Source: an optimization exercise on an open RTL-to-GDS flow (aim: small area). Production flows keep margins and buffers that such runs may drop. Where RTL was checked, it was by simulation tests only, not by an equivalence proof against the original. No driver is modelled on the clock port, so clocking that relies on it looks cheaper here than on a real chip. Power and IR drop assume default switching activity.

==> inputs of run a <==
==> flow/design.v <==
`timescale 1ns / 1ps
module LaccpFineOffset (
    input  wire               clk,
    input  wire [8:0]         cntValueInitSec,
    input  wire [8:0]         cntValueSlaveInitSec,
    input  wire [4:0]         idelayTapSec,
    input  wire signed [3:0]  serdesLatencySec,
    input  wire [8:0]         cntValueInitPri,
    input  wire [8:0]         cntValueSlaveInitPri,
    input  wire [4:0]         idelayTapPri,
    input  wire signed [3:0]  serdesLatencyPri,
    input  wire signed [11:0] calibDelay,
    input  wire signed [11:0] calibDelayRx,
    output reg  signed [15:0] fineOffset
);
    reg [5:0]  cnt;
    reg [8:0]  r1, r2;
    reg [15:0] T;
    reg [19:0] acc;
    reg        cy;
    wire       endP = cnt[5];
    wire [4:0] j    = cnt[4:0];
    wire [8:0] c  = endP ? cntValueInitPri      : cntValueInitSec;
    wire [8:0] s  = endP ? cntValueSlaveInitPri : cntValueSlaveInitSec;
    wire [4:0] t  = endP ? idelayTapPri         : idelayTapSec;
    wire [3:0] l  = endP ? serdesLatencyPri     : serdesLatencySec;
    wire c_zero = (c == 9'd0);
    wire c_ge54 = (c >= 9'd54);
    wire c_ge56 = (c >= 9'd56);
    wire [4:0] p = {j[4:2] + {2'b00, endP}, j[1:0]};
    wire div_act = (p >= 5'd8)  && (p <= 5'd26);
    wire step0   = (p == 5'd8);
    wire horner  = (p >= 5'd15) && (p <= 5'd26);
    wire mult    = (p >= 5'd27);
    wire [2:0] mi = p[2:0] - 3'd3;       
    wire frc     = (cnt == 6'd31);
    wire cdr_cyc = (cnt == 6'd60);
    wire ld_cyc  = (cnt == 6'd63);
    wire [8:0]  x1 = c - 9'd54;
    wire        ok1 = div_act && c_ge56;
    wire        ok2 = div_act && (s[8:1] != 8'd0) && !c_zero;
    wire [9:0]  w1 = {r1, step0};
    wire [9:0]  w2 = {r2, step0};
    wire [9:0]  xb1 = ~{1'b0, x1};
    wire [9:0]  xb2 = ~{1'b0, s};
    wire [10:0] k1, k2;
    wire [9:0]  d1, d2;
    assign k1[0] = 1'b1;
    assign k2[0] = 1'b1;
    genvar i;
    generate for (i = 0; i < 10; i = i + 1) begin : g_div
        assign d1[i]   = w1[i] ^ xb1[i] ^ k1[i];
        assign k1[i+1] = (w1[i] & xb1[i]) | (k1[i] & (w1[i] ^ xb1[i]));
        assign d2[i]   = w2[i] ^ xb2[i] ^ k2[i];
        assign k2[i+1] = (w2[i] & xb2[i]) | (k2[i] & (w2[i] ^ xb2[i]));
    end endgenerate
    wire q1 = ok1 && k1[10];
    wire q2 = ok2 && k2[10];
    always @(posedge clk) begin
        r1 <= q1 ? d1[8:0] : w1[8:0];
        r2 <= q2 ? d2[8:0] : w2[8:0];
    end
    wire [3:0] h = p[3:0] - 4'd15;    
    wire inj = horner && ((c_zero && (h == 4'd1 || h == 4'd3)) ||
                          (!c_zero && !c_ge54 && h == 4'd9));
    wire q1e = (q1 && horner) || inj;
    wire q2e = q2 && horner;
    wire [11:0] tc;
    assign tc[0] = 1'b0;
    assign tc[1] = q1e & q2e;
    generate for (i = 1; i < 11; i = i + 1) begin : g_t
        assign tc[i+1] = T[i-1] & tc[i];
    end endgenerate
    always @(posedge clk) begin
        T[0] <= q1e ^ q2e;
        T[11:1] <= T[10:0] ^ tc[11:1];
        T[15:12] <= mult ? T[14:11] : 4'd0;
    end
    wire        tb  = mult && t[mi];
    wire        s0  = mult && (mi == 3'd0);
    wire        s1  = mult && (mi == 3'd1);
    wire        us  = !c_zero;
    wire [5:0]  hi  = s0 ? {l[3], l[3], l} : (s1 ? {2'b00, us, 2'b00, !us} : 6'd0);
    wire [19:0] op_t = tb ? {4'd0, T} : 20'd0;
    wire [19:0] op_k = ld_cyc  ? {{4{calibDelay[11]}},   calibDelay,   4'd0} :
                       cdr_cyc ? {{4{calibDelayRx[11]}}, calibDelayRx, 4'd0} : 20'd0;
    wire [19:0] op   = op_t | op_k | {hi, 14'd0};
    wire        sub  = endP && (mult || cdr_cyc);
    wire [19:0] ob   = op ^ {20{sub}};
    wire [19:0] a_in = ld_cyc ? 20'd0 : acc;
    wire [20:0] ac;
    wire [19:0] sum;
    wire [19:0] cin;
    assign ac[0] = sub;
    generate for (i = 0; i < 20; i = i + 1) begin : g_acc
        if (i == 10) begin : g_cut
            assign cin[i] = cy && !ld_cyc;
        end else begin : g_rip
            assign cin[i] = ac[i];
        end
        assign sum[i]  = a_in[i] ^ ob[i] ^ cin[i];
        assign ac[i+1] = (a_in[i] & ob[i]) | (cin[i] & (a_in[i] ^ ob[i]));
    end endgenerate
    always @(posedge clk) begin
        acc <= {sum[19:4], sum[3:0] | {4{frc}}};
        cy  <= ac[10];
        if (ld_cyc)
            fineOffset <= {acc[19], acc[19:5]};
        cnt <= cnt + 6'd1;
    end
endmodule
==> flow/flow/run.sh <==
#!/bin/bash
# Standard ORFS flow (the standard.sh), with these changes:
#  - after the standard synthesis, its combinational logic is re-mapped with
#    an area-oriented ABC script (reabc.tcl); flip-flops, adder cells and tie
#    cells are kept as the standard synthesis made them;
#  - ports are buffered with sky130_fd_sc_hd__buf_1 (the smallest buffer);
#  - CTS uses small clock buffers and inserts no dummy loads.
set -euo pipefail
HERE=$(pwd)
R=$HERE/orfs/results/sky130hd/LaccpFineOffset/base
export BUFFER_PORTS_ARGS="-buffer_cell sky130_fd_sc_hd__buf_1"
export CTS_ARGS="-sink_clustering_enable -repair_clock_nets -dont_use_dummy_load -buf_list {sky130_fd_sc_hd__clkbuf_4 sky130_fd_sc_hd__clkbuf_8}"

bash standard.sh "$R/1_2_yosys.v" > synth_standard.log 2>&1
cp "$R/1_2_yosys.v" standard_1_2_yosys.v

export LIB=$FLOW_HOME/platforms/sky130hd/lib/sky130_fd_sc_hd__tt_025C_1v80.lib
export DONT_USE="$(make -s -C "$FLOW_HOME" DESIGN_CONFIG="$HERE/config.mk" WORK_HOME="$HERE/orfs" print-DONT_USE_CELLS | sed -n 's/^DONT_USE_CELLS: //p')"
export IN_V=$HERE/standard_1_2_yosys.v OUT_V=$HERE/reabc_1_2_yosys.v STAT_OUT=$HERE/reabc_stat.txt
export TOP=$FLOW_TOP ABC_SCRIPT=$HERE/flow/reabc.abc
yosys -c flow/reabc.tcl > reabc.log 2>&1
cp "$OUT_V" "$R/1_2_yosys.v"

bash standard.sh > standard_flow.log 2>&1
==> flow/flow/reabc.abc <==
&get -n
&st
&dch
&nf -R 1000
&put
topo
dnsize
==> flow/flow/reabc.tcl <==
# Re-map the combinational logic of the standard synthesis netlist with an
# area-oriented ABC script. Flip-flops, adder cells and tie cells are kept
# as they are (same instances, names and cell types).
yosys -import
set lib $::env(LIB)
read_liberty -ignore_miss_func $lib
read_verilog -sv $::env(IN_V)
hierarchy -top $::env(TOP)
setattr -mod -set keep_hierarchy 1 sky130_fd_sc_hd__df* sky130_fd_sc_hd__edf* sky130_fd_sc_hd__fa_* sky130_fd_sc_hd__ha_* sky130_fd_sc_hd__conb_1
flatten
opt_clean
set du {}
foreach c $::env(DONT_USE) { lappend du -dont_use $c }
abc -liberty $lib {*}$du -script $::env(ABC_SCRIPT)
setundef -zero
hilomap -singleton -hicell sky130_fd_sc_hd__conb_1 HI -locell sky130_fd_sc_hd__conb_1 LO
splitnets
opt_clean -purge
tee -o $::env(STAT_OUT) stat -liberty $lib
blackbox sky130_fd_sc_hd__*
write_verilog -noattr -nohex -nodec $::env(OUT_V)
==> flow/standard.sh <==
#!/bin/bash
# synth_recipe.tcl (not shown) runs the flow's synth.tcl, then flattens the netlist and writes it again
# the make line also repeats each setting of config.mk as NAME=value (left out here)
make -C /OpenROAD-flow-scripts/flow DESIGN_CONFIG=/design/flow/config.mk WORK_HOME=/design/flow/orfs CLKGATE_MAP_FILE= SYNTH_SCRIPT=/design/flow/synth_recipe.tcl "${@:-finish}"
==> flow/config.mk <==
export PLATFORM = sky130hd
export DESIGN_NAME = LaccpFineOffset
export DESIGN_NICKNAME = LaccpFineOffset
export VERILOG_FILES = /design/flow/design.v
export SDC_FILE = /design/flow/constraint.sdc
export NUM_CORES = 4
export LEC_CHECK = 0
export CAP_MARGIN = 20
export CORE_MARGIN = 2
export CORE_UTILIZATION = 40
export SLEW_MARGIN = 20
==> flow/constraint.sdc <==
create_clock -name core_clock -period 8.0 [get_ports {clk}]
set_input_delay 1.6000 -clock core_clock [delete_from_list [all_inputs] [get_ports {clk}]]
set_output_delay 1.6000 -clock core_clock [all_outputs]
set_load 0.01 [all_outputs]
==> run b (differences from run a) <==
==> flow/design.v, changed modules only <==
module LaccpFineOffset (
    input  wire               clk,
    input  wire [8:0]         cntValueInitSec,
    input  wire [8:0]         cntValueSlaveInitSec,
    input  wire [4:0]         idelayTapSec,
    input  wire signed [3:0]  serdesLatencySec,
    input  wire [8:0]         cntValueInitPri,
    input  wire [8:0]         cntValueSlaveInitPri,
    input  wire [4:0]         idelayTapPri,
    input  wire signed [3:0]  serdesLatencyPri,
    input  wire signed [11:0] calibDelay,
    input  wire signed [11:0] calibDelayRx,
    output reg  signed [15:0] fineOffset
);
    reg [5:0]  cnt;
    reg [8:0]  n1, n2;       
    reg [15:0] T;
    reg [19:0] acc;
    reg        cy;
    wire       endP = cnt[5];
    wire [4:0] j    = cnt[4:0];
    wire [8:0] c  = endP ? cntValueInitPri      : cntValueInitSec;
    wire [8:0] s  = endP ? cntValueSlaveInitPri : cntValueSlaveInitSec;
    wire [4:0] t  = endP ? idelayTapPri         : idelayTapSec;
    wire [3:0] l  = endP ? serdesLatencyPri     : serdesLatencySec;
    wire c_zero = (c == 9'd0);
    wire c_ge54 = (c >= 9'd54);
    wire c_ge56 = (c >= 9'd56);
    wire div_act = (j >= 5'd5)  && (j <= 5'd23);
    wire step0   = (j == 5'd5);
    wire horner  = (j >= 5'd12) && (j <= 5'd23);
    wire mult    = (j >= 5'd24) && (j <= 5'd28);
    wire [2:0] mi = j[2:0];              
    wire frc     = (cnt == 6'd28);
    wire cdr_cyc = (cnt == 6'd61);
    wire ld_cyc  = (cnt == 6'd63);
    wire [8:0]  x1 = c - 9'd54;
    wire        ok1 = div_act && c_ge56;
    wire        ok2 = div_act && (s[8:1] != 8'd0) && !c_zero;
    wire [9:0]  nw1 = {n1, !step0};
    wire [9:0]  nw2 = {n2, !step0};
    wire [9:0]  xa1 = {1'b0, x1};
    wire [9:0]  xa2 = {1'b0, s};
    wire [10:0] k1, k2;
    wire [9:0]  e1, e2;
    assign k1[0] = 1'b0;
    assign k2[0] = 1'b0;
    genvar i;
    generate for (i = 0; i < 10; i = i + 1) begin : g_div
        assign e1[i]   = nw1[i] ^ xa1[i] ^ k1[i];
        assign k1[i+1] = (nw1[i] & xa1[i]) | (k1[i] & (nw1[i] ^ xa1[i]));
        assign e2[i]   = nw2[i] ^ xa2[i] ^ k2[i];
        assign k2[i+1] = (nw2[i] & xa2[i]) | (k2[i] & (nw2[i] ^ xa2[i]));
    end endgenerate
    wire q1 = ok1 && !k1[10];
    wire q2 = ok2 && !k2[10];
    always @(posedge clk) begin
        n1 <= q1 ? e1[8:0] : nw1[8:0];
        n2 <= q2 ? e2[8:0] : nw2[8:0];
    end
    wire [3:0] h = j[3:0] - 4'd12;    
    wire inj = horner && ((c_zero && (h == 4'd1 || h == 4'd3)) ||
                          (!c_zero && !c_ge54 && h == 4'd9));
    wire q1e = (q1 && horner) || inj;
    wire q2e = q2 && horner;
    wire [11:0] tc;
    assign tc[0] = 1'b0;
    assign tc[1] = q1e & q2e;
    generate for (i = 1; i < 11; i = i + 1) begin : g_t
        assign tc[i+1] = T[i-1] & tc[i];
    end endgenerate
    always @(posedge clk) begin
        T[0] <= q1e ^ q2e;
        T[11:1] <= T[10:0] ^ tc[11:1];
        T[15:12] <= mult ? T[14:11] : 4'd0;
    end
    wire        tb  = mult && t[mi];
    wire        s0  = mult && (mi == 3'd0);
    wire        s1  = mult && (mi == 3'd1);
    wire        us  = !c_zero;
    wire [5:0]  hi  = s0 ? {l[3], l[3], l} : (s1 ? {2'b00, us, 2'b00, !us} : 6'd0);
    wire [19:0] op_t = tb ? {4'd0, T} : 20'd0;
    wire [19:0] op_k = ld_cyc  ? {{4{calibDelay[11]}},   calibDelay,   4'd0} :
                       cdr_cyc ? {{4{calibDelayRx[11]}}, calibDelayRx, 4'd0} : 20'd0;
    wire [19:0] op   = op_t | op_k | {hi, 14'd0};
    wire        sub  = endP && (mult || cdr_cyc);
    wire [19:0] ob   = op ^ {20{sub}};
    wire [19:0] a_in = ld_cyc ? 20'd0 : acc;
    wire [20:0] ac;
    wire [19:0] sum;
    wire [19:0] cin;
    assign ac[0] = sub;
    generate for (i = 0; i < 20; i = i + 1) begin : g_acc
        if (i == 10) begin : g_cut
            assign cin[i] = cy && !ld_cyc;
        end else begin : g_rip
            assign cin[i] = ac[i];
        end
        assign sum[i]  = a_in[i] ^ ob[i] ^ cin[i];
        assign ac[i+1] = (a_in[i] & ob[i]) | (cin[i] & (a_in[i] ^ ob[i]));
    end endgenerate
    always @(posedge clk) begin
        acc <= {sum[19:4], sum[3:0] | {4{frc}}};
        cy  <= ac[10];
        if (ld_cyc)
            fineOffset <= {acc[19], acc[19:5]};
        cnt <= cnt + 6'd1;
    end
endmodule
==> flow/flow/run.sh (replaced) <==
#!/bin/bash
# Standard ORFS flow (the standard.sh) with two changes:
#  - ports are buffered with sky130_fd_sc_hd__buf_1 (the smallest buffer)
#    instead of the cell buffer_ports picks by default;
#  - CTS uses small clock buffers, larger sink clusters and no dummy loads.
set -euo pipefail
export BUFFER_PORTS_ARGS="-buffer_cell sky130_fd_sc_hd__buf_1"
export CTS_ARGS="-sink_clustering_enable -repair_clock_nets -dont_use_dummy_load -sink_clustering_size 30 -sink_clustering_max_diameter 100 -buf_list {sky130_fd_sc_hd__clkbuf_4 sky130_fd_sc_hd__clkbuf_8}"
bash standard.sh > standard_flow.log 2>&1
- CORE_UTILIZATION: 40 -> 65
- PLACE_DENSITY: default -> 0.75
removed: flow/flow/reabc.abc
removed: flow/flow/reabc.tcl
==> run c (differences from run a) <==
--- a/flow/flow/run.sh
+++ b/flow/flow/run.sh
@@ -6,3 +6,5 @@
 #  - ports are buffered with sky130_fd_sc_hd__buf_1 (the smallest buffer);
-#  - CTS uses small clock buffers and inserts no dummy loads.
+#  - the clock is buffered by flow/pre_cts.tcl (a clkbuf_4 driving six
+#    clkbuf_8, each next to a sixth of the registers) instead of
+#    TritonCTS's H-tree.
 set -euo pipefail
@@ -11,2 +13,3 @@
 export BUFFER_PORTS_ARGS="-buffer_cell sky130_fd_sc_hd__buf_1"
+export PRE_CTS_TCL=$HERE/flow/pre_cts.tcl
 export CTS_ARGS="-sink_clustering_enable -repair_clock_nets -dont_use_dummy_load -buf_list {sky130_fd_sc_hd__clkbuf_4 sky130_fd_sc_hd__clkbuf_8}"
==> flow/flow/pre_cts.tcl (new file) <==
# Clock buffering in place of TritonCTS's H-tree: the registers are split by
# position into NCOL x NROW groups of about equal size (by x, then by y); a
# clkbuf_8 at the middle of each group drives its clock pins, and one
# clkbuf_4 fed by the clock port drives the group buffers. Every register is
# two equal buffer stages from the clock port.
set ncol 3
set nrow 2
set block [ord::get_db_block]
set db [ord::get_db]
set clk_net [$block findNet clk]
set sinks {}
foreach it [$clk_net getITerms] {
  set bb [[$it getInst] getBBox]
  lappend sinks [list [expr {([$bb xMin] + [$bb xMax]) / 2}] [expr {([$bb yMin] + [$bb yMax]) / 2}] $it]
}
set n [llength $sinks]
# NCOL columns by x, each split in NROW rows by y
set byx [lsort -integer -index 0 $sinks]
set groups {}
for {set c 0} {$c < $ncol} {incr c} {
  set col [lrange $byx [expr {$c * $n / $ncol}] [expr {($c + 1) * $n / $ncol - 1}]]
  set byy [lsort -integer -index 1 $col]
  set m [llength $byy]
  for {set r 0} {$r < $nrow} {incr r} {
    lappend groups [lrange $byy [expr {$r * $m / $nrow}] [expr {($r + 1) * $m / $nrow - 1}]]
  }
}
set root_m [$db findMaster sky130_fd_sc_hd__clkbuf_4]
set leaf_m [$db findMaster sky130_fd_sc_hd__clkbuf_8]
set root [odb::dbInst_create $block $root_m clkbuf_root]
set trunk [odb::dbNet_create $block clk_trunk]
$trunk setSigType CLOCK
set gi 0; set rx 0; set ry 0
foreach g $groups {
  set buf [odb::dbInst_create $block $leaf_m clkbuf_leaf_$gi]
  set net [odb::dbNet_create $block clk_leaf_$gi]
  $net setSigType CLOCK
  set sx 0; set sy 0
  foreach s $g {
    set it [lindex $s 2]
    $it disconnect
    $it connect $net
    set sx [expr {$sx + [lindex $s 0]}]
    set sy [expr {$sy + [lindex $s 1]}]
  }
  set cx [expr {$sx / [llength $g]}]; set cy [expr {$sy / [llength $g]}]
  [$buf findITerm A] connect $trunk
  [$buf findITerm X] connect $net
  $buf setLocation $cx $cy
  $buf setPlacementStatus PLACED
  set rx [expr {$rx + $cx}]; set ry [expr {$ry + $cy}]
  puts "pre_cts: clkbuf_leaf_$gi drives [llength $g] clock pins"
  incr gi
}
[$root findITerm A] connect $clk_net
[$root findITerm X] connect $trunk
$root setLocation [expr {$rx / $gi}] [expr {$ry / $gi}]
$root setPlacementStatus PLACED
set_cts_config -skip_nets [list clk clk_trunk]
==> flow/flow/reabc.abc (replaced) <==
&get -n
&st
&if -K 6 -a
&mfs
&st
&dch
&nf -R 1000
&put
topo
dnsize
==> run d (differences from run a) <==
- CAP_MARGIN: 20 -> 0
- SLEW_MARGIN: 20 -> 0
==> comparison table <==
item                                                                                   run a                    run c                    run d                    run b
Status                                                                        finished clean           finished clean           finished clean           finished clean
Multi-input gate area in the final layout                                         2421 sq um               2414 sq um               2421 sq um               2604 sq um
Fill cell count                                                                          991                      989                      991                      512
Final worst path period need                                                        7.407 ns                 7.248 ns                 7.407 ns                 7.253 ns
Required time of the critical path                                                   8.23 ns                  8.30 ns                  8.23 ns                  8.24 ns
Met2 track utilization from global routing                                            25.48%                   26.97%                   25.48%                   39.88%
GR Layer Usage met3                                                                   2.553%                   2.146%                   2.553%                   3.959%
Mean instance size in the synthesized netlist                                    11.02 sq um              11.08 sq um              11.02 sq um              10.99 sq um
Routed met3 length                                                                    341 um                   483 um                   341 um                   393 um
Std cell rows                                                                             37                       37                       37                       30
Synthesized Nets                                                                         516                      512                      516                      544
Multi-input gate share of the layout cell area                                        49.01%                   49.55%                   49.01%                   51.60%
Synth Instances                                                                          383                      379                      383                      414
Signed area change from the synthesized netlist to the final layout                   17.08%                   15.97%                   17.08%                   10.92%
Combinational share of power                                                           26.7%                    25.9%                    26.7%                    18.8%
CP Max Fanout                                                                              3                        3                        3                        2
Sw Ratio                                                                              29.50%                   29.21%                   29.50%                   26.74%
N_taps                                                                                   136                      136                      136                       96
Endpoint with the worst hold slack                                   fineOffset[7]$_DFFE_PP_  fineOffset[9]$_DFFE_PP_  fineOffset[7]$_DFFE_PP_  fineOffset[7]$_DFFE_PP_
Final clock skew                                                                  0.02124 ns               0.01088 ns               0.02124 ns               0.03322 ns
Final setup slack of the worst path                                                0.5929 ns                0.7520 ns                0.5929 ns                0.7465 ns
Vias in the first global route                                                          3082                     3065                     3082                     3165
No functional check of the RTL was part of run b.

[what the ideal ports hide]
In the flow no input, the clock included, has a driving cell. The finished layouts below were timed again as built, in two steps. Step 1 sets driving cells, clkbuf_16 on the clock port and buf_2 on the other inputs (assumed; they add their load-dependent delay and slew). Step 2 times the ports against the registers' clock, not the clock port: input delays grow and output delays shrink by t, the midpoint of the rising clock arrivals with the driver on. Three values: no drivers, after step 1, after step 2; two values: the first two.
run | t (ns) | slack for setup (ns) | worst setup path after step 2 | worst data-port slew with drivers (ns)
run a | 0.354 | 0.593 / 0.599 / 0.246 | input to register | 0.04
run b | 0.362 | 0.747 / 0.754 / 0.392 | input to register | 0.03
run c | 0.433 | 0.752 / 0.764 / 0.331 | input to register | 0.04
run d | 0.354 | 0.593 / 0.599 / 0.246 | input to register | 0.04
After both steps every run listed still meets setup and hold. For run c, which loses most, drivers alone change the setup slack by +0.012 ns; drivers and shift together by -0.421 ns.
